Context: an optimization exercise on an open-source flow, tuned for small area, a short achievable clock period and few clock cycles. The choices shown serve that exercise and are no tape-out recipe. In this exercise RTL edits were held to simulation tests only and were not proved equivalent to the original.

red:
==> module fft_bf_half, before the edit <==
module fft_bf_half (
    input  [15:0] a,
    input  [31:0] s, c,
    output [15:0] oa, ob
);
    wire [31:0] p   = s + c;
    wire        ovf = p[31] ^ p[30];
    wire [31:0] xa  = {1'b0, a, 15'b0};
    wire [31:0] sa, cah;
    assign sa[14:0]  = s[14:0] ^ c[14:0];
    assign cah[14:0] = s[14:0] & c[14:0];
    fft_fa csa_a [16:0] (.a(s[31:15]), .b(c[31:15]), .c(xa[31:15]), .s(sa[31:15]), .co(cah[31:15]));
    wire [31:0] ca  = {cah[30:0], 1'b0};
    wire [31:0] qa  = sa + ca;
    wire [31:0] xb  = {1'b0, a, 15'h7fff};
    wire [31:0] ns  = ~s;
    wire [31:0] nc  = ~c;
    wire [31:0] sb, cbh;
    assign sb[14:0]  = ~(ns[14:0] ^ nc[14:0]);
    assign cbh[14:0] = ns[14:0] | nc[14:0];
    fft_fa csa_b [16:0] (.a(ns[31:15]), .b(nc[31:15]), .c(xb[31:15]), .s(sb[31:15]), .co(cbh[31:15]));
    wire [31:0] cb  = {cbh[30:0], 1'b1};
    wire [31:0] qb  = sb + cb + 32'd1;
    wire [15:0] a_m1 = a - 16'd1;
    wire [15:0] a_p1 = a + 16'd1;
    wire [15:0] sat_a = p[31] ? a : a_m1;
    wire [15:0] sat_b = p[31] ? a : a_p1;
    assign oa = ovf ? {~sat_a[15], sat_a[14:0]} : qa[30:15];
    assign ob = ovf ? {~sat_b[15], sat_b[14:0]} : qb[30:15];
endmodule
export LEC_CHECK = 0
export ABC_CLOCK_PERIOD_IN_PS = 4000
export CAP_MARGIN = 20
export CORE_MARGIN = 2
export CORE_UTILIZATION = 60
export CTS_CLUSTER_DIAMETER = 120
export CTS_CLUSTER_SIZE = 20
export PLACE_DENSITY = 0.72
export SETUP_SLACK_MARGIN = 5
export SLEW_MARGIN = 20
export SYNTH_HIERARCHICAL = 1
export SYNTH_MINIMUM_KEEP_SIZE = 0
create_clock -name core_clock -period 11.0 [get_ports {clk}]
standard.sh (not shown) runs the stock make flow with config.mk's settings and CLKGATE_MAP_FILE= SYNTH_SCRIPT=/design/flow/synth_recipe.tcl, a recipe that flattens the netlist after the stock synthesis.
==> flow/flow/run.sh <==
#!/bin/bash
# Layout flow: the standard flow (standard.sh: the same synthesis and
# steps) run with a larger setup margin for the resizer's timing repair, so
# that repair keeps improving paths that already meet the clock period.
# The clock period and constraints are the standard flow's, unchanged.
# Each tool's output goes to a log file in this folder.
set -o pipefail
sed 's/SETUP_SLACK_MARGIN=[0-9.]*/SETUP_SLACK_MARGIN=7.1/' standard.sh > standard_margin.sh
cp standard_margin.sh standard_margin_sh.log
bash standard_margin.sh > standard.log 2>&1
Testbench counts of red, summed over its fixed seeds: cycles 7,304.
Setup changes, red to blue
diff --git a/flow/design.v b/flow/design.v
--- a/flow/design.v
+++ b/flow/design.v
@@ -2039,30 +2039,23 @@
     input  [31:0] s, c,
     output [15:0] oa, ob
 );
+    wire [15:0] lo  = {1'b0, s[14:0]} + {1'b0, c[14:0]};
+    wire        cl  = lo[15];
     wire [31:0] p   = s + c;
-    wire        ovf = p[31] ^ p[30];
-    wire [31:0] xa  = {1'b0, a, 15'b0};
-    wire [31:0] sa, cah;
-    assign sa[14:0]  = s[14:0] ^ c[14:0];
-    assign cah[14:0] = s[14:0] & c[14:0];
-    fft_fa csa_a [16:0] (.a(s[31:15]), .b(c[31:15]), .c(xa[31:15]), .s(sa[31:15]), .co(cah[31:15]));
-    wire [31:0] ca  = {cah[30:0], 1'b0};
-    wire [31:0] qa  = sa + ca;
-    wire [31:0] xb  = {1'b0, a, 15'h7fff};
-    wire [31:0] ns  = ~s;
-    wire [31:0] nc  = ~c;
-    wire [31:0] sb, cbh;
-    assign sb[14:0]  = ~(ns[14:0] ^ nc[14:0]);
-    assign cbh[14:0] = ns[14:0] | nc[14:0];
-    fft_fa csa_b [16:0] (.a(ns[31:15]), .b(nc[31:15]), .c(xb[31:15]), .s(sb[31:15]), .co(cbh[31:15]));
-    wire [31:0] cb  = {cbh[30:0], 1'b1};
-    wire [31:0] qb  = sb + cb + 32'd1;
+    wire [16:0] ph  = p[31:15];
+    wire        ovf = ph[16] ^ ph[15];
+    wire [15:0] sa, ca;
+    fft_fa csa_a [15:0] (.a(s[30:15]), .b(c[30:15]), .c(a), .s(sa), .co(ca));
+    wire [15:0] qa  = sa + {ca[14:0], 1'b0} + {15'd0, cl};
+    wire [15:0] sb, cb;
+    fft_fa csa_b [15:0] (.a(~s[30:15]), .b(~c[30:15]), .c(a), .s(sb), .co(cb));
+    wire [15:0] qb  = sb + {cb[14:0], 1'b1} + {15'd0, ~cl};
     wire [15:0] a_m1 = a - 16'd1;
     wire [15:0] a_p1 = a + 16'd1;
-    wire [15:0] sat_a = p[31] ? a : a_m1;
-    wire [15:0] sat_b = p[31] ? a : a_p1;
-    assign oa = ovf ? {~sat_a[15], sat_a[14:0]} : qa[30:15];
-    assign ob = ovf ? {~sat_b[15], sat_b[14:0]} : qb[30:15];
+    wire [15:0] sat_a = ph[16] ? a : a_m1;
+    wire [15:0] sat_b = ph[16] ? a : a_p1;
+    assign oa = ovf ? {~sat_a[15], sat_a[14:0]} : qa;
+    assign ob = ovf ? {~sat_b[15], sat_b[14:0]} : qb;
 endmodule
 module fft_fa (
     input  a, b, c,
[summary]
In summary, red completed successfully, with a layout that passed the timing, DRC and antenna checks. From the logs: blue reached the end of the flow and failed the layout checks with antenna rules. Relative to red, the final cell area reported for blue is lower. Side by side, worst setup slack turned out lower in blue than in red. Compared to red, blue reaches a lower achievable clock. Setup slack of the most critical reg-to-reg path, red and blue: smaller value in blue. Relative to red, the number of standard cells in the layout, taps in and fillers out measured on blue has decreased by a few percent. The clock-pin slew on the worst setup and hold paths of blue and that of red are within noise of each other. Area used by multi-input combinational logic for blue: 0.0065 mm^2 down relative to red. blue vs red: clock-buffer cell count down. Die size: blue is under red. blue reports a lower final weighted congestion in routability-driven placement than red does. Share of synthesized area occupied by flip-flops and latches, red and blue: smaller value in red.
Testbench counts of blue, summed over its fixed seeds: cycles 7,304.

[afterwards: timing with drivers on the ports]
Ports are ideal in the flow. The routed layouts listed here were re-timed in OpenROAD.
Step 1 sets driving cells, clkbuf_16 on the clock port and buf_2 on the other inputs (assumed; they add their load-dependent delay and slew).
Step 2 adds t to the input delays and takes it off the output delays; t is the mean of the earliest and latest rising clock arrival at the registers after step 1. Input paths then give back, and output paths get back, about the clock's delay inside the block.
Slacks: ideal / step 1 / step 2; pairs: ideal / step 1.
run	t, ns	slack for setup (ns)	hold WS [ns]	worst setup path at the end
red	0.992	7.020 / 7.020 / 7.020	0.335 / 0.335 / 0.335	register to register
blue	1.016	6.742 / 6.742 / 6.742	0.308 / 0.308 / 0.308	register to register
